Context: an optimization exercise on an open-source flow, tuned for small area. The choices shown serve that exercise and are no tape-out recipe. RTL that was checked went through simulation tests only; none was proved equivalent to the original. No driver is modelled on the clock port, so clock power and skew are understated where the tree is cut down; a real chip needs a root buffer or a tree. Power is estimated from default activity; no workload was simulated.

Design top, start of the top module:
module top(
    input ck, reset,
    input mode, hh, mm, switch,
    output alarm, mode0, mode1,
    output CA, CB, CC, CD, CE, CF, CG, DP,
    output [7:0] AN
    );
    wire mode_d, mode_p0, mode_p1;
    wire hh_d, hh_p0, hh_p1;
    wire mm_d, mm_p0, mm_p1, mm_p01, mm_n0;
    wire sw_d, sw_p0, sw_p1;
    deb #(0) u0(.ck(ck), .reset(reset), .button(mode), .d(mode_d), .p0(mode_p0), .p1(mode_p1));
    deb #(0) u1(.ck(ck), .reset(reset), .button(hh), .d(hh_d), .p0(hh_p0), .p1(hh_p1));
    deb #(0) u2(.ck(ck), .reset(reset), .button(mm), .d(mm_d), .p0(mm_p0), .p1(mm_p1), .p01(mm_p01), .n0(mm_n0));
    deb #(1) u3(.ck(ck), .reset(reset), .button(switch), .d(sw_d), .p0(sw_p0), .p1(sw_p1));
    reg ca;
    always @(posedge ck, posedge reset)
        if (reset) ca <= 1'b1;
        else ca <= ca ^ mode_p0;
    wire sec, min, refresh, hit;
    lfsr #(13, 8, 1, 13'h1d7, 13'h3af) t_hs(ck, reset, sec);
    lfsr #(20, 0, 0, 20'ha74f5, 20'h4e9eb) t_mn(ck, reset, min);
    lfsr #(4, 2, 1, 4'hc, 4'h8) t_rf(ck, reset, refresh);
    lfsr #(13, 8, 1, 13'h1d7, 13'h3af) t_mt(ck, mm_p1, hit);
    localparam IDLE = 2'b00, WAIT = 2'b01, AUTO = 2'b10, INC = 2'b11;
    reg [1:0] s;
    reg [1:0] s_next;
    always @(*)
        case (s)
            IDLE: s_next = mm_p0 ? WAIT : IDLE;
            WAIT: s_next = !mm_d ? IDLE : (hit && !mm_p1) ? AUTO : WAIT;
            AUTO: s_next = mm_p01 ? IDLE : (hit && !mm_n0) ? INC : AUTO;
            default: s_next = AUTO;
        endcase
    always @(posedge ck)
        s <= reset ? IDLE : s_next;
    wire autom = s[1];
    wire inc = (s == INC) | ((s == WAIT) & mm_p1);
    wire up_clock60 = (inc & ca) | (min & ~autom);
  ...
Size in the first run: about 410 cells after synthesis, ~25 I/O pins.
export LEC_CHECK = 0
export CAP_MARGIN = 0
export CORE_MARGIN = 2
export CORE_UTILIZATION = 70
export SLEW_MARGIN = 0
create_clock -name core_clock -period 10.0 [get_ports {ck}]
standard.sh (not shown) runs the stock make flow with config.mk's settings and CLKGATE_MAP_FILE= SYNTH_SCRIPT=/design/flow/synth_recipe.tcl, a recipe that flattens the netlist after the stock synthesis.
==> flow/flow/run.sh <==
#!/bin/bash
# Layout flow: the standard layout (standard.sh) with these changes:
#  1. after the standard synthesis, the combinational logic is mapped again
#     for area with each ABC script flow/abc_*.abc, and the smallest result
#     is laid out; the flip-flops are kept exactly as the standard synthesis
#     made them (same instances, names and cells);
#  2. the port buffers are buf_1 cells, and one tie cell drives all the
#     constant outputs;
#  3. the clock tree is built by flow/manual_cts.tcl in place of TritonCTS:
#     a clkbuf_2 at the clock port drives five clkbuf_8, each driving the
#     flip-flops of one fifth of the die (no dummy loads).
# Each tool's output goes to a log file of its own in this folder.
set -euo pipefail
export BUFFER_PORTS_ARGS="-buffer_cell sky130_fd_sc_hd__buf_1"
export SKIP_REPAIR_TIE_FANOUT=1
export PRE_CTS_TCL="$PWD/flow/manual_cts.tcl"
export MCTS_ROOT=sky130_fd_sc_hd__clkbuf_2
export MCTS_LEAVES=5
export MCTS_LEAF=sky130_fd_sc_hd__clkbuf_8
R="orfs/results/${FLOW_PLATFORM}/top/base"
LIB="${FLOW_HOME}/platforms/${FLOW_PLATFORM}/lib/sky130_fd_sc_hd__tt_025C_1v80.lib"
YOSYS="$(command -v yosys || echo "${FLOW_HOME}/../tools/install/yosys/bin/yosys")"

bash standard.sh synth > standard_synth.log 2>&1

cp "$R/1_2_yosys.v" "$R/1_2_yosys_standard.v"
DU="-dont_use sky130_fd_sc_hd__probe_p_8 -dont_use sky130_fd_sc_hd__probec_p_8 -dont_use sky130_fd_sc_hd__lpflow_*"
best=""
best_area=""
for script in flow/abc_*.abc; do
  name="$(basename "$script" .abc)"
  out="$R/1_2_yosys_$name.v"
  if "$YOSYS" -p "read_liberty -ignore_miss_func $LIB; blackbox sky130_fd_sc_hd__df*; \
      read_verilog $R/1_2_yosys_standard.v; hierarchy -top $FLOW_TOP; flatten; opt_clean; \
      abc -liberty $LIB $DU -script $script; opt_clean -purge; splitnets; opt_clean -purge; \
      hilomap -singleton -hicell sky130_fd_sc_hd__conb_1 HI -locell sky130_fd_sc_hd__conb_1 LO; \
      insbuf -buf sky130_fd_sc_hd__buf_4 A X; \
      read_liberty -lib -overwrite -ignore_miss_func $LIB; hierarchy -top $FLOW_TOP; \
      check -assert -mapped; tee -o resynth_$name.stat stat -liberty $LIB; \
      write_verilog -noattr -nohex -nodec $out" > resynth_$name.log 2>&1; then
    area="$(awk '/Chip area for module/ {print $NF}' resynth_$name.stat | tail -1)"
    if [[ -n "$area" ]] && { [[ -z "$best_area" ]] || awk -v a="$area" -v b="$best_area" 'BEGIN {exit !(a < b)}'; }; then
      best="$out"; best_area="$area"
    fi
  fi
done
echo "chosen: $best ($best_area um2)" > resynth_choice.txt
if [[ -n "$best" ]]; then
  cp "$best" "$R/1_2_yosys.v"
fi

bash standard.sh finish > standard_finish.log 2>&1
==> flow/flow/manual_cts.tcl <==
# Replaces clock_tree_synthesis: the clock port drives one root clock buffer
# (MCTS_ROOT, or none) which drives MCTS_LEAVES leaf clock buffers (MCTS_LEAF), each driving the flip-flops nearest to it
# (or, with NB = 0, the root drives every flip-flop).
proc clock_tree_synthesis {args} {
  set block [ord::get_db_block]
  set db [ord::get_db]
  set clk [$block findNet ck]
  set rootm ""
  if {$::env(MCTS_ROOT) ne "none"} { set rootm [$db findMaster $::env(MCTS_ROOT)] }
  set sinks [$clk getITerms]
  set xs 0; set ys 0; set n 0
  foreach it $sinks {
    set loc [[$it getInst] getLocation]
    set xs [expr {$xs + [lindex $loc 0]}]; set ys [expr {$ys + [lindex $loc 1]}]; incr n
  }
  set cx [expr {int($xs / $n)}]; set cy [expr {int($ys / $n)}]
  if {$rootm eq "NULL" || $rootm eq ""} {
    set rnet $clk
  } else {
    set root [odb::dbInst_create $block $rootm clkbuf_root]
    set rnet [odb::dbNet_create $block clknet_root]
    $rnet setSigType CLOCK
    [$root findITerm A] connect $clk
    [$root findITerm X] connect $rnet
    $root setLocation $cx $cy
    $root setPlacementStatus PLACED
  }
  set nb $::env(MCTS_LEAVES)
  if {$nb == 0} {
    foreach it $sinks { $it disconnect; $it connect $rnet }
    return
  }
  # split sinks into nb groups of (nearly) equal size: columns by x, each
  # column then split into rows by y
  set lst {}
  foreach it $sinks { set loc [[$it getInst] getLocation]; lappend lst [list [lindex $loc 0] [lindex $loc 1] $it] }
  set lst [lsort -integer -index 0 $lst]
  set total [llength $lst]
  set ncol [expr {int(ceil(sqrt($nb)))}]
  set groups {}
  set start 0
  set done 0
  for {set c 0} {$c < $ncol} {incr c} {
    set rows [expr {$nb / $ncol + ($c < $nb % $ncol ? 1 : 0)}]
    set stop [expr {int(round(double($total) * ($done + $rows) / $nb))}]
    set col [lsort -integer -index 1 [lrange $lst $start [expr {$stop - 1}]]]
    set n [llength $col]
    set rstart 0
    for {set r 0} {$r < $rows} {incr r} {
      set rstop [expr {int(round(double($n) * ($r + 1) / $rows))}]
      lappend groups [lrange $col $rstart [expr {$rstop - 1}]]
      set rstart $rstop
    }
    set start $stop
    incr done $rows
  }
  set nb [llength $groups]
  set leafm [$db findMaster $::env(MCTS_LEAF)]
  for {set g 0} {$g < $nb} {incr g} {
    set grp [lindex $groups $g]
    if {[llength $grp] == 0} continue
    set xs 0; set ys 0
    foreach e $grp { set xs [expr {$xs + [lindex $e 0]}]; set ys [expr {$ys + [lindex $e 1]}] }
    set lx [expr {int($xs / [llength $grp])}]; set ly [expr {int($ys / [llength $grp])}]
    set b [odb::dbInst_create $block $leafm clkbuf_leaf_$g]
    set nn [odb::dbNet_create $block clknet_leaf_$g]
    $nn setSigType CLOCK
    [$b findITerm A] connect $rnet
    [$b findITerm X] connect $nn
    $b setLocation $lx $ly
    $b setPlacementStatus PLACED
    foreach e $grp { set it [lindex $e 2]; $it disconnect; $it connect $nn }
  }
}
Other scripts of this flow, unchanged in this note and not shown: flow/flow/abc_amap.abc, flow/flow/abc_amap_mfs.abc, flow/flow/abc_nf.abc, flow/flow/abc_nf_mfs.abc
Rerun with:
--- a/flow/flow/run.sh
+++ b/flow/flow/run.sh
@@ -10,2 +10,2 @@
-#     a clkbuf_2 at the clock port drives five clkbuf_8, each driving the
-#     flip-flops of one fifth of the die (no dummy loads).
+#     a clkbuf_2 at the clock port drives six clkbuf_8, each driving the
+#     flip-flops of one sixth of the die (no dummy loads).
@@ -18 +18 @@
-export MCTS_LEAVES=5
+export MCTS_LEAVES=6
--- a/flow/flow/manual_cts.tcl
+++ b/flow/flow/manual_cts.tcl
@@ -33,2 +33 @@
-  # split sinks into nb groups of (nearly) equal size: columns by x, each
-  # column then split into rows by y
+  # split sinks into a grid of nb groups: columns by x, then rows by y
@@ -38 +36,0 @@
-  set total [llength $lst]
@@ -39,0 +38 @@
+  set nrow [expr {int(ceil(double($nb) / $ncol))}]
@@ -41,2 +40 @@
-  set start 0
-  set done 0
+  set percol [expr {int(ceil(double([llength $lst]) / $ncol))}]
@@ -44,9 +42,4 @@
-    set rows [expr {$nb / $ncol + ($c < $nb % $ncol ? 1 : 0)}]
-    set stop [expr {int(round(double($total) * ($done + $rows) / $nb))}]
-    set col [lsort -integer -index 1 [lrange $lst $start [expr {$stop - 1}]]]
-    set n [llength $col]
-    set rstart 0
-    for {set r 0} {$r < $rows} {incr r} {
-      set rstop [expr {int(round(double($n) * ($r + 1) / $rows))}]
-      lappend groups [lrange $col $rstart [expr {$rstop - 1}]]
-      set rstart $rstop
+    set col [lsort -integer -index 1 [lrange $lst [expr {$c*$percol}] [expr {($c+1)*$percol - 1}]]]
+    set per [expr {int(ceil(double([llength $col]) / $nrow))}]
+    for {set r 0} {$r < $nrow} {incr r} {
+      lappend groups [lrange $col [expr {$r*$per}] [expr {($r+1)*$per - 1}]]
@@ -54,2 +46,0 @@
-    set start $stop
-    incr done $rows
CORE_UTILIZATION = 40   (was 70)
Result: The new run went through all stages and came out clean; critical path depth came out higher by 1; clock skew barely changes; setup slack is better by 0.070 ns; hold slack is worse by 0.0030 ns; flip-flop and latch count is unchanged; combinational power hardly moves; via count came out lower slightly; routed wire length came out higher by a few percent; total power came out higher slightly; synthesized cell count stays the same; first-iteration DRC count came out lower by a quarter to a third.
Rerun with:
--- a/flow/flow/run.sh
+++ b/flow/flow/run.sh
@@ -18 +18 @@
-export MCTS_LEAVES=6
+export MCTS_LEAVES=5
CORE_UTILIZATION = 70   (was 40)
Via count climbs by a few percent; synthesized area is unchanged; cell count drops by a little under a tenth; wire length drops by a few percent; final area drops slightly; worst setup slack got worse by 0.11 ns; synthesized cell count stays the same; critical path depth drops by 1; power climbs slightly.
Rerun with:
--- a/flow/flow/run.sh
+++ b/flow/flow/run.sh
@@ -18 +18 @@
-export MCTS_LEAVES=5
+export MCTS_LEAVES=6
CAP_MARGIN = 20   (was 0)
CORE_UTILIZATION = 40   (was 70)
SLEW_MARGIN = 20   (was 0)
- combinational power is lower by about 2%
- sequential cell count does not change
- setup slack is better by 0.15 ns
- sequential share of layout area is lower by 0.72 points
- register-to-register slack is worse by 0.36 ns
- design area is higher by 1.4%
- area after synthesis is unchanged
- cell count is higher by 8.1%
- total power is lower by 0.47%
- synthesized cell count is unchanged
- critical path depth does not change
Rerun with:
==> flow/flow/abc_nf_mfs_x2.abc (new file) <==
strash
&get -n
&st
&syn2
&dch -f
&nf -a -R 1000
&put
mfs3 -a
strash
&get -n
&st
&dch -f
&nf -a -R 1000
&put
mfs3 -a
topo
==> flow/flow/abc_nf_mfs_x3.abc (new file) <==
strash
&get -n
&st
&syn2
&dch -f
&nf -a -R 1000
&put
mfs3 -a
strash
&get -n
&st
&dch -f
&nf -a -R 1000
&put
mfs3 -a
strash
&get -n
&st
&dch -f
&nf -a -R 1000
&put
mfs3 -a
topo
==> flow/flow/abc_nf_mfs_x5.abc (new file) <==
strash
&get -n
&st
&syn2
&dch -f
&nf -a -R 1000
&put
mfs3 -a
strash
&get -n
&st
&dch -f
&nf -a -R 1000
&put
mfs3 -a
strash
&get -n
&st
&dch -f
&nf -a -R 1000
&put
mfs3 -a
strash
&get -n
&st
&dch -f
&nf -a -R 1000
&put
mfs3 -a
strash
&get -n
&st
&dch -f
&nf -a -R 1000
&put
mfs3 -a
topo
--- a/flow/flow/manual_cts.tcl
+++ b/flow/flow/manual_cts.tcl
@@ -33 +33,2 @@
-  # split sinks into a grid of nb groups: columns by x, then rows by y
+  # split sinks into nb groups of (nearly) equal size: columns by x, each
+  # column then split into rows by y
@@ -36,0 +38 @@
+  set total [llength $lst]
@@ -38 +39,0 @@
-  set nrow [expr {int(ceil(double($nb) / $ncol))}]
@@ -40 +41,2 @@
-  set percol [expr {int(ceil(double([llength $lst]) / $ncol))}]
+  set start 0
+  set done 0
@@ -42,4 +44,9 @@
-    set col [lsort -integer -index 1 [lrange $lst [expr {$c*$percol}] [expr {($c+1)*$percol - 1}]]]
-    set per [expr {int(ceil(double([llength $col]) / $nrow))}]
-    for {set r 0} {$r < $nrow} {incr r} {
-      lappend groups [lrange $col [expr {$r*$per}] [expr {($r+1)*$per - 1}]]
+    set rows [expr {$nb / $ncol + ($c < $nb % $ncol ? 1 : 0)}]
+    set stop [expr {int(round(double($total) * ($done + $rows) / $nb))}]
+    set col [lsort -integer -index 1 [lrange $lst $start [expr {$stop - 1}]]]
+    set n [llength $col]
+    set rstart 0
+    for {set r 0} {$r < $rows} {incr r} {
+      set rstop [expr {int(round(double($n) * ($r + 1) / $rows))}]
+      lappend groups [lrange $col $rstart [expr {$rstop - 1}]]
+      set rstart $rstop
@@ -46,0 +54,2 @@
+    set start $stop
+    incr done $rows
CAP_MARGIN = 0   (was 20)
SLEW_MARGIN = 0   (was 20)
=>
- cell count is about the same
- routed wire length rises slightly
- via count rises slightly
- die area falls slightly
- worst hold slack got worse by 0.0057 ns
- total power rises slightly
No run of this note takes its clock network from TritonCTS; it comes from the design's own scripts or RTL.

* * *

wip/amber:
The RTL this note starts from:
==> flow/design.v <==
`timescale 1ns/1ps
module deb #(parameter ASYNC = 0) (
    input ck, reset,
    input button,
    output reg d,
    output p0, p1           
);
    localparam [3:0] P = 4'b1010;
    reg [3:0] s;
    wire [3:0] c = s ^ P;
    wire hold = (c == 4'd0);
    wire go = hold & (button ^ d);
    wire g = (~c[3] & ~c[2] & (c[1] | c[0])) | (c[3] & c[2] & ~c[1]);
    wire [3:0] nc = {c[2:0], g | go};
    always @(posedge ck)
        s <= reset ? P : (nc ^ P);
    if (ASYNC) begin : g_async
        always @(posedge ck, posedge reset)
            if (reset) d <= 1'b0;
            else d <= d ^ go;
    end else begin : g_sync
        always @(posedge ck)
            d <= ~reset & (d ^ go);
    end
    assign p0 = d & c[0] & ~c[1] & ~c[2] & ~c[3];
    assign p1 = d & c[0] & c[1] & ~c[2];
endmodule
module lfsr #(parameter W = 4, parameter K = 0, parameter XN = 0,
              parameter [W-1:0] E = 0, parameter [W-1:0] X = 0) (
    input ck,
    input load,
    output hit
);
    localparam [W-1:0] P = {(W+1)/2{2'b10}};
    reg [W-1:0] s;
    wire [W-1:0] q = s ^ P;
    assign hit = (q == E);
    wire fb = q[W-1] ^ q[K] ^ XN[0] ^ hit;
    always @(posedge ck)
        s <= load ? (X ^ P) : ({q[W-2:0], fb} ^ P);
endmodule
module top(
    input ck, reset,
    input mode, hh, mm, switch,
    output alarm, mode0, mode1,
    output CA, CB, CC, CD, CE, CF, CG, DP,
    output [7:0] AN
    );
    wire mode_d, mode_p0, mode_p1;
    wire hh_d, hh_p0, hh_p1;
    wire mm_d, mm_p0, mm_p1;
    wire sw_d, sw_p0, sw_p1;
    deb #(0) u0(ck, reset, mode, mode_d, mode_p0, mode_p1);
    deb #(0) u1(ck, reset, hh, hh_d, hh_p0, hh_p1);
    deb #(0) u2(ck, reset, mm, mm_d, mm_p0, mm_p1);
    deb #(1) u3(ck, reset, switch, sw_d, sw_p0, sw_p1);
    reg ca;
    always @(posedge ck, posedge reset)
        if (reset) ca <= 1'b1;
        else ca <= ca ^ mode_p0;
    wire sec, min, refresh, hit;
    lfsr #(13, 9, 0, 13'h23, 13'h47) t_hs(ck, reset, sec);
    lfsr #(20, 0, 1, 20'h58b0a, 20'hb1614) t_mn(ck, reset, min);
    lfsr #(4, 2, 1, 4'hc, 4'h8) t_rf(ck, reset, refresh);
    lfsr #(13, 9, 0, 13'h23, 13'h47) t_mt(ck, mm_p1, hit);
    localparam IDLE = 3'b000, WAIT = 3'b001, A1 = 3'b100, I1 = 3'b101, A2 = 3'b110, I2 = 3'b111;
    reg [2:0] s;
    reg [2:0] s_next;
    always @(*)
        case (s)
            IDLE: s_next = mm_p0 ? WAIT : IDLE;
            WAIT: s_next = !mm_d ? IDLE : (hit && !mm_p1) ? A1 : WAIT;
            A1:   s_next = !mm_d ? A2 : hit ? I1 : A1;
            I1:   s_next = A1;
            A2:   s_next = mm_d ? IDLE : hit ? I2 : A2;
            I2:   s_next = A2;
            default: s_next = IDLE;
        endcase
    always @(posedge ck)
        s <= reset ? IDLE : s_next;
    wire inc = s[0] & (s[2] | mm_p1);
    wire up_clock60 = (inc & ca) | (min & ~s[2]);
    wire up_alarm60 = inc & ~ca;
    wire ca_prev = ca ^ mode_p1;
    wire up_alarm24 = hh_p1 & ~ca_prev;
    reg [3:0] h0, h2, a0, a2;
    reg [2:0] h1, a1;
    reg [1:0] h3, a3;
    wire c0 = up_clock60 & h0[3] & h0[0];
    wire carry = c0 & h1[2] & h1[0];
    wire up_clock24 = carry | (hh_p1 & ca_prev);
    wire ac0 = up_alarm60 & a0[3] & a0[0];
    wire hw = h3[1] & h2[1] & h2[0];            
    wire aw = a3[1] & a2[1] & a2[0];
    always @(posedge ck, posedge reset)
        if (reset) begin
            h0 <= 0; h1 <= 0; h2 <= 0; h3 <= 0;
            a0 <= 0; a1 <= 0; a2 <= 0; a3 <= 0;
        end else begin
            h0 <= h0 ^ ({4{up_clock60}} & {h0[0] & (h0[1] & h0[2] | h0[3]), h0[0] & h0[1], h0[0] & ~h0[3], 1'b1});
            h1 <= h1 ^ ({3{c0}} & {h1[0] & (h1[1] | h1[2]), h1[0] & ~h1[2], 1'b1});
            h2 <= hw ? (up_clock24 ? 4'd0 : h2) : h2 ^ ({4{up_clock24}} & {h2[0] & (h2[1] & h2[2] | h2[3]), h2[0] & h2[1], h2[0] & ~h2[3], 1'b1});
            h3 <= hw ? (up_clock24 ? 2'd0 : h3) : h3 ^ ({2{up_clock24 & h2[3] & h2[0]}} & {h3[0], 1'b1});
            a0 <= a0 ^ ({4{up_alarm60}} & {a0[0] & (a0[1] & a0[2] | a0[3]), a0[0] & a0[1], a0[0] & ~a0[3], 1'b1});
            a1 <= a1 ^ ({3{ac0}} & {a1[0] & (a1[1] | a1[2]), a1[0] & ~a1[2], 1'b1});
            a2 <= aw ? (up_alarm24 ? 4'd0 : a2) : a2 ^ ({4{up_alarm24}} & {a2[0] & (a2[1] & a2[2] | a2[3]), a2[0] & a2[1], a2[0] & ~a2[3], 1'b1});
            a3 <= aw ? (up_alarm24 ? 2'd0 : a3) : a3 ^ ({2{up_alarm24 & a2[3] & a2[0]}} & {a3[0], 1'b1});
        end
    reg [1:0] sel;
    always @(posedge ck, posedge reset)
        if (reset) sel <= 0;
        else sel <= sel ^ {refresh & sel[0], refresh};
    reg [3:0] dig;
    always @(*)
        case (sel)
            2'd0: dig = ca ? h0 : a0;
            2'd1: dig = ca ? {1'b0, h1} : {1'b0, a1};
            2'd2: dig = ca ? h2 : a2;
            default: dig = ca ? {2'b0, h3} : {2'b0, a3};
        endcase
    reg [6:0] c;
    always @(*)
        case (dig)
            4'h0: c = 7'b0000001;
            4'h1: c = 7'b1001111;
            4'h2: c = 7'b0010010;
            4'h3: c = 7'b0000110;
            4'h4: c = 7'b1001100;
            4'h5: c = 7'b0100100;
            4'h6: c = 7'b0100000;
            4'h7: c = 7'b0001111;
            4'h8: c = 7'b0000000;
            4'h9: c = 7'b0000100;
            default: c = 7'b0000000;
        endcase
    assign {CA, CB, CC, CD, CE, CF, CG} = c;
    assign AN = {4'b1111, ~(4'b0001 << sel)};
    reg sec_tog;
    always @(posedge ck, posedge reset)
        if (reset) sec_tog <= 1'b0;
        else sec_tog <= sec_tog ^ sec;
    assign DP = ~((sel == 2'd2) & (~ca | sec_tog));
    assign alarm = sw_d & ({h3, h2, h1, h0} == {a3, a2, a1, a0});
    assign mode0 = ca;
    assign mode1 = ~ca;
endmodule
make LEC_CHECK=0 CAP_MARGIN=20 CORE_MARGIN=2 CORE_UTILIZATION=40 SLEW_MARGIN=20 finish   # period 10.0 ns
run.sh (not shown) runs the stock make flow with config.mk's settings and CLKGATE_MAP_FILE= SYNTH_SCRIPT=/design/flow/synth_recipe.tcl, a recipe that flattens the netlist after the stock synthesis.
Stock flow here: none of the scripts above is used.
Relative to wip/amber, the following input files were edited for wip/delta:
==> flow/flow/run.sh (new file) <==
#!/bin/bash
# Layout flow: the standard layout (standard.sh), with smaller port
# buffers, a clock tree without dummy loads, and power recovery (downsizing
# of cells off the critical paths) after global routing.
set -euo pipefail
export BUFFER_PORTS_ARGS="-buffer_cell sky130_fd_sc_hd__buf_1"
export CTS_ARGS="-sink_clustering_enable -repair_clock_nets -dont_use_dummy_load"
export RECOVER_POWER=100
bash standard.sh finish > standard_flow.log 2>&1
==> flow/standard.sh (new file) <==
#!/bin/bash
# synth_recipe.tcl (not shown) runs the flow's synth.tcl, then flattens the netlist and writes it again
# the make line also repeats each setting of config.mk as NAME=value (left out here)
make -C /OpenROAD-flow-scripts/flow DESIGN_CONFIG=/design/flow/config.mk WORK_HOME=/design/flow/orfs CLKGATE_MAP_FILE= SYNTH_SCRIPT=/design/flow/synth_recipe.tcl "${@:-finish}"
removed: flow/run.sh
### Flow results
- wip/delta finished every stage; the final checks, however, were not passed, the failures being capacitance limit, slew limit.
- Share of the synthesized area in compound gates (AO/OA/AOI/OAI) across wip/amber and wip/delta: no real change.
- wip/delta ended with less final cell count than wip/amber.
- wip/amber and wip/delta ended up with nearly the same routability congestion estimate from global placement.
- wip/delta against wip/amber: worst path arrival time +2110 ps; switching power of the nets -0.015 mW; internal power -0.074 mW; routed wire length -4.2%; transition at the pin with the smallest max-transition slack +1550 ps.
- Re worst setup slack: wip/delta is 170 ps up on wip/amber.
- The startpoint-to-endpoint class of the critical path comes out reg2out in one run and in2reg in the other, namely in wip/amber and wip/delta respectively.
For wip/indigo, these inputs were changed with respect to wip/delta:
- putting CTS_CLUSTER_SIZE at 50 where nothing was set
- putting CTS_CLUSTER_DIAMETER at 200 where nothing was set
==> flow/run.sh (new file) <==
#!/bin/bash
# synth_recipe.tcl (not shown) runs the flow's synth.tcl, then flattens the netlist and writes it again
# the make line also repeats each setting of config.mk as NAME=value (left out here)
make -C /OpenROAD-flow-scripts/flow DESIGN_CONFIG=/design/flow/config.mk WORK_HOME=/design/flow/orfs CLKGATE_MAP_FILE= SYNTH_SCRIPT=/design/flow/synth_recipe.tcl finish
removed: flow/flow/run.sh
removed: flow/standard.sh
## What came out
- Both conditions hold for wip/indigo: the flow ran to the end and the final layout passed the timing, DRC and antenna checks.
- Count of clock-buffer cells in the layout for wip/indigo: 3 up relative to wip/delta
- Run comparison: wip/delta worst-path cell with the longest stage delay clkbuf_1; wip/indigo worst-path cell with the longest stage delay dfrtp_1
- Pin count of the biggest net entering global routing (higher): wip/delta
- Compared with wip/delta, wip/indigo is hungrier on power.
- The higher timing-limited maximum frequency of wip/delta and wip/indigo is in wip/delta.
Function was not checked in any run of this note: the RTL went through the layout flow alone.

[afterwards: timing with drivers on the ports]
How much do the figures lean on ideal ports? The routed layouts below were timed once more, with nothing changed but the port constraints.
Step 1, drivers: a clkbuf_16 drives ck and a buf_2 each remaining input, both assumed.
Step 2, shift: input delay + t, output delay - t, t = (earliest + latest rising clock arrival at the registers) / 2. This alone moves slack from input paths to output paths.
Three values: ideal, step 1, step 2; two values: the first two.
run	shift t [ns]	setup slack, ns	worst register clock-pin slew, ns
the first run of note 1	0.491	5.485 / 5.458 / 5.900	0.12 / 0.12
the second run of note 1	0.547	5.555 / 5.529 / 6.076	0.11 / 0.11
the third run of note 1	0.530	5.441 / 5.415 / 5.886	0.11 / 0.11
the fourth run of note 1	0.539	5.588 / 5.563 / 6.102	0.11 / 0.11
the fifth run of note 1	0.536	5.494 / 5.468 / 6.004	0.11 / 0.11
wip/amber	0.386	4.865 / 4.832 / 5.218	0.09 / 0.09
wip/delta	0.374	5.032 / 5.040 / 4.666	0.10 / 0.10
wip/indigo	0.386	4.865 / 4.832 / 5.218	0.09 / 0.09
The setup slack of wip/delta, which loses most, moves by +0.008 ns with the drivers and by -0.366 ns with both steps.
